This is an optimization exercise on Yosys and OpenROAD, whose aim is small area, not a production implementation.
The RTL was checked by simulation tests, not by an equivalence proof against the original design.
The clock input has no modelled driver; a real chip could not lean on it and would need a root buffer or a full tree.
Power is estimated from default activity; no workload was simulated.

job 2772:
==> flow/design.v <==
module top #(
    parameter PWM_INTERVAL = 1200        
)(
    input logic clk,
    input logic rst,
    output logic RGB_R,
    output logic RGB_G,
    output logic RGB_B
);
    logic [3:0] b;
    logic [6:0] A;
    logic [3:0] c;
    logic [6:0] H;
    logic [1:0] s;
    logic b0, b9, p_end, c_end, h_end;
    assign b0    = ~|b;
    assign b9    = b[3] & b[0];
    assign p_end = b9 & A[6] & A[5] & A[4] & A[3] & A[1] & A[0];    
    assign c_end = c[3] & c[0];                                      
    assign h_end = H[6] & H[5] & H[4] & H[3] & H[1];                 
    logic [7:0] ca, ch, cb, cc;
    assign cb[0] = 1'b1;
    assign ca[0] = b0;
    assign cc[0] = p_end;
    assign ch[0] = p_end & c_end;
    genvar i;
    generate
        for (i = 0; i < 7; i++) begin : g_inc7
            assign ca[i+1] = ca[i] & A[i];
            assign ch[i+1] = ch[i] & H[i];
        end
        for (i = 0; i < 4; i++) begin : g_inc4
            assign cb[i+1] = cb[i] & b[i];
            assign cc[i+1] = cc[i] & c[i];
        end
    endgenerate
    always_ff @(posedge clk) begin
        if (rst || b9)
            b <= 4'd0;
        else
            b <= b ^ cb[3:0];
        if (rst || p_end)
            A <= 7'd3;
        else
            A <= A ^ ca[6:0];
        if (rst || (p_end && c_end))
            c <= 4'd0;
        else
            c <= c ^ cc[3:0];
        if (rst || (ch[0] && h_end))
            H <= 7'd3;
        else
            H <= H ^ ch[6:0];
        if (rst || (ch[0] && h_end && s[1]))
            s <= 2'd0;
        else if (ch[0] && h_end)
            s <= {s[0], ~s[0]};
    end
    logic [7:0] gr, lf;
    assign gr[0] = 1'b0;
    assign lf[0] = 1'b0;
    generate
        for (i = 0; i < 7; i++) begin : g_cmp
            assign gr[i+1] = (A[i] & ~H[i]) | ((A[i] | ~H[i]) & gr[i]);
            assign lf[i+1] = (~H[i] & ~A[i]) | ((~H[i] | ~A[i]) & lf[i]);
        end
    endgenerate
    logic lit_rise, lit_fall, lit_zero;
    assign lit_rise = ~gr[7];
    assign lit_fall = lf[7];
    assign lit_zero = ~|A[6:2];      
    always_comb begin
        case (s)
            2'd0:    {RGB_R, RGB_G, RGB_B} = ~{lit_fall, lit_rise, lit_zero};
            2'd1:    {RGB_R, RGB_G, RGB_B} = ~{lit_zero, lit_fall, lit_rise};
            default: {RGB_R, RGB_G, RGB_B} = ~{lit_rise, lit_zero, lit_fall};
        endcase
    end
endmodule
==> flow/config.mk <==
export PLATFORM = sky130hd
export DESIGN_NAME = top
export DESIGN_NICKNAME = top
export VERILOG_FILES = /design/flow/design.v
export SDC_FILE = /design/flow/constraint.sdc
export NUM_CORES = 4
export LEC_CHECK = 0
export CAP_MARGIN = 20
export CORE_AREA = 2 2 68 68
export DIE_AREA = 0 0 70 70
export SLEW_MARGIN = 20
==> flow/constraint.sdc <==
create_clock -name core_clock -period 10.0 [get_ports {clk}]
set_input_delay 2.0000 -clock core_clock [delete_from_list [all_inputs] [get_ports {clk}]]
set_output_delay 2.0000 -clock core_clock [all_outputs]
set_load 0.01 [all_outputs]
standard.sh (not shown) runs the stock make flow with config.mk's settings and CLKGATE_MAP_FILE= SYNTH_SCRIPT=/design/flow/synth_recipe.tcl, a recipe that flattens the netlist after the stock synthesis.
==> flow/flow/run.sh <==
#!/bin/bash
# Standard ORFS flow with: area-oriented ABC script and no adder-cell
# extraction in synthesis, buf_1 port buffers, a small clock tree.
set -uo pipefail
HERE=$PWD
export MY_ABC_SCRIPT=$HERE/flow/area.abc
bash standard.sh finish \
  SYNTH_SCRIPT=$HERE/flow/synth.tcl \
  ADDER_MAP_FILE= \
  BUFFER_PORTS_ARGS="-buffer_cell sky130_fd_sc_hd__buf_1" \
  CTS_ARGS="-repair_clock_nets -buf_list sky130_fd_sc_hd__clkbuf_8 -root_buf sky130_fd_sc_hd__clkbuf_8 -dont_use_dummy_load" \
  > $HERE/flow_make.log 2>&1
==> flow/flow/area.abc <==
strash
&get -n
&st
&syn2
&dch
&nf -a -R 1000
&put
==> flow/flow/synth.tcl <==
# synth_recipe.tcl with ABC's script swapped for an area-oriented one
proc synth {args} { yosys synth -nofsm -noshare {*}$args }
proc abc {args} {
  set i [lsearch -exact $args -script]
  if { $i >= 0 } {
    set args [lreplace $args [expr {$i+1}] [expr {$i+1}] $::env(MY_ABC_SCRIPT)]
  }
  yosys abc {*}$args
}
source $::env(SCRIPTS_DIR)/synth.tcl
# left out here: clear keep_hierarchy, flatten, clean up, hide names made inside functions, write 1_2_yosys.v
diff inputs: job 2772 => job 9175
- removing CORE_AREA (formerly 2 2 68 68)
- setting CORE_UTILIZATION to 40 for the first time
- setting CORE_MARGIN to 2 for the first time
- removing DIE_AREA (formerly 0 0 70 70)
--- a/flow/flow/run.sh
+++ b/flow/flow/run.sh
@@ -10,3 +10,3 @@
   BUFFER_PORTS_ARGS="-buffer_cell sky130_fd_sc_hd__buf_1" \
-  CTS_ARGS="-repair_clock_nets -buf_list sky130_fd_sc_hd__clkbuf_8 -root_buf sky130_fd_sc_hd__clkbuf_8 -dont_use_dummy_load" \
+  CTS_ARGS="-sink_clustering_enable -sink_clustering_size 32 -sink_clustering_max_diameter 300 -repair_clock_nets -buf_list sky130_fd_sc_hd__clkbuf_8 -root_buf sky130_fd_sc_hd__clkbuf_8 -dont_use_dummy_load" \
   > $HERE/flow_make.log 2>&1
### Flow results
- Job 9175 completed every stage of the flow, and the final layout passed the timing, design-rule and antenna checks.
- Job 2772 -> job 9175: internal power consumption flat
- Compare job 9175 and job 2772 | final critical-path share of the clock period lower: job 9175
- Taking job 9175 over job 2772, the ratio of routed vias to standard cells ratio works out to 1.18.
- Job 9175 against job 2772: number of standard cells in the layout, taps in and fillers out has decreased, final period demand of the worst path saw a decrease.
Edits applied to the flow inputs when going from job 9175 to job 8692:
- CORE_MARGIN removed (was 2)
- CORE_UTILIZATION removed (was 40)
- DIE_AREA newly set to 0 0 70 70
- CORE_AREA newly set to 2 2 68 68
- PLACE_DENSITY newly set to 0.85
==> flow/flow/run.sh <==
#!/bin/bash
# Standard ORFS flow with: area-oriented ABC script and no adder-cell
# extraction in synthesis, buf_1 port buffers, and a one-level clock tree
# built by flow/cts_pre.tcl in place of TritonCTS.
set -uo pipefail
HERE=$PWD
export MY_ABC_SCRIPT=$HERE/flow/area.abc
export CLK_BUF=${CLK_BUF:-sky130_fd_sc_hd__buf_8}
export CLK_NBUF=${CLK_NBUF:-1}
bash standard.sh finish \
  SYNTH_SCRIPT=$HERE/flow/synth.tcl \
  ADDER_MAP_FILE= \
  BUFFER_PORTS_ARGS="-buffer_cell sky130_fd_sc_hd__buf_1" \
  PRE_CTS_TCL=$HERE/flow/cts_pre.tcl \
  > $HERE/flow_make.log 2>&1
==> flow/flow/cts_pre.tcl (new file) <==
# Replaces TritonCTS with a one-level clock tree: the clock port drives
# CLK_NBUF buffers of type CLK_BUF, each next to the registers it drives
# (registers split into groups by position). The rest of ORFS's cts.tcl
# (legalisation, timing repair) runs as usual.
set clk_buf $::env(CLK_BUF)
set nbuf $::env(CLK_NBUF)
set block [ord::get_db_block]
set clk_net [$block findNet clk]
set sinks {}
foreach it [$clk_net getITerms] {
  set inst [$it getInst]
  set bbox [$inst getBBox]
  set x [expr {([$bbox xMin] + [$bbox xMax]) / 2}]
  set y [expr {([$bbox yMin] + [$bbox yMax]) / 2}]
  lappend sinks [list $x $y "[$inst getName]/[[$it getMTerm] getName]"]
}
set n [llength $sinks]
puts "manual clock tree: $n sinks, $nbuf x $clk_buf"
# split into groups: sort by x, then by y inside each group
set sinks [lsort -integer -index 0 $sinks]
set per [expr {int(ceil(double($n) / $nbuf))}]
set dbu [$block getDbUnitsPerMicron]
for {set g 0} {$g < $nbuf} {incr g} {
  set grp [lrange $sinks [expr {$g * $per}] [expr {($g + 1) * $per - 1}]]
  if {[llength $grp] == 0} { continue }
  set sx 0; set sy 0; set pins {}
  foreach s $grp {
    set sx [expr {$sx + [lindex $s 0]}]
    set sy [expr {$sy + [lindex $s 1]}]
    lappend pins [get_pins [lindex $s 2]]
  }
  set cx [expr {double($sx) / [llength $grp] / $dbu}]
  set cy [expr {double($sy) / [llength $grp] / $dbu}]
  insert_buffer -buffer_cell $clk_buf -net clk -load_pins $pins \
    -location [list $cx $cy] -buffer_name clkbuf_$g -net_name clknet_$g
}
foreach net [$block getNets] {
  if {[string match clknet_* [$net getName]]} { $net setSigType CLOCK }
}
$clk_net setSigType CLOCK
proc clock_tree_synthesis {args} { puts "clock_tree_synthesis skipped: manual clock tree" }
set_propagated_clock [all_clocks]
==> summary.txt <==
- | sequential share of cell area | job 8692 vs job 9175 | ≈ equal |
- Summary: with job 9175 as the reference, die area in job 8692 moved up by more than half.
- On multi-input logic area, job 8692 tracks job 9175 almost exactly.
- On maximum clock frequency, job 9175 and job 8692 are basically level.
- Job 8692 has utilization below what job 9175 had.
- Comparing job 9175 and job 8692, the lower switching power total is on job 8692.
The clock cells of job 8692 come from the design's own scripts or RTL, not from TritonCTS.

==> separate check: timing with driven ports <==
The results above use ideal ports. As a check the final layouts listed here were re-extracted and re-timed, cells and wires unchanged. Step 1 (the two cells are an assumption about what drives the block):
set clk [get_ports {clk}]
set_driving_cell -lib_cell sky130_fd_sc_hd__clkbuf_16 $clk
set_driving_cell -lib_cell sky130_fd_sc_hd__buf_2 [delete_from_list [all_inputs] $clk]
Step 2, shift: input delay + t, output delay - t, t = (earliest + latest rising clock arrival at the registers) / 2. This alone moves slack from input paths to output paths. Three values: ideal, step 1, step 2; two values: the first two.
| run | shift t [ns] | setup WS [ns] | clock arrival spread, ns | cell pins on the clock port's net |
|---|---|---|---|---|
| job 2772 | 0.281 | 4.997 / 4.975 / 5.257 | 0.008 / 0.007 | 1 |
| job 9175 | 0.283 | 5.045 / 5.021 / 5.305 | 0.007 / 0.007 | 1 |
| job 8692 | 0.167 | 5.031 / 5.004 / 5.171 | 0.002 / 0.002 | 1 |
After both steps setup and hold are still met in every run listed.
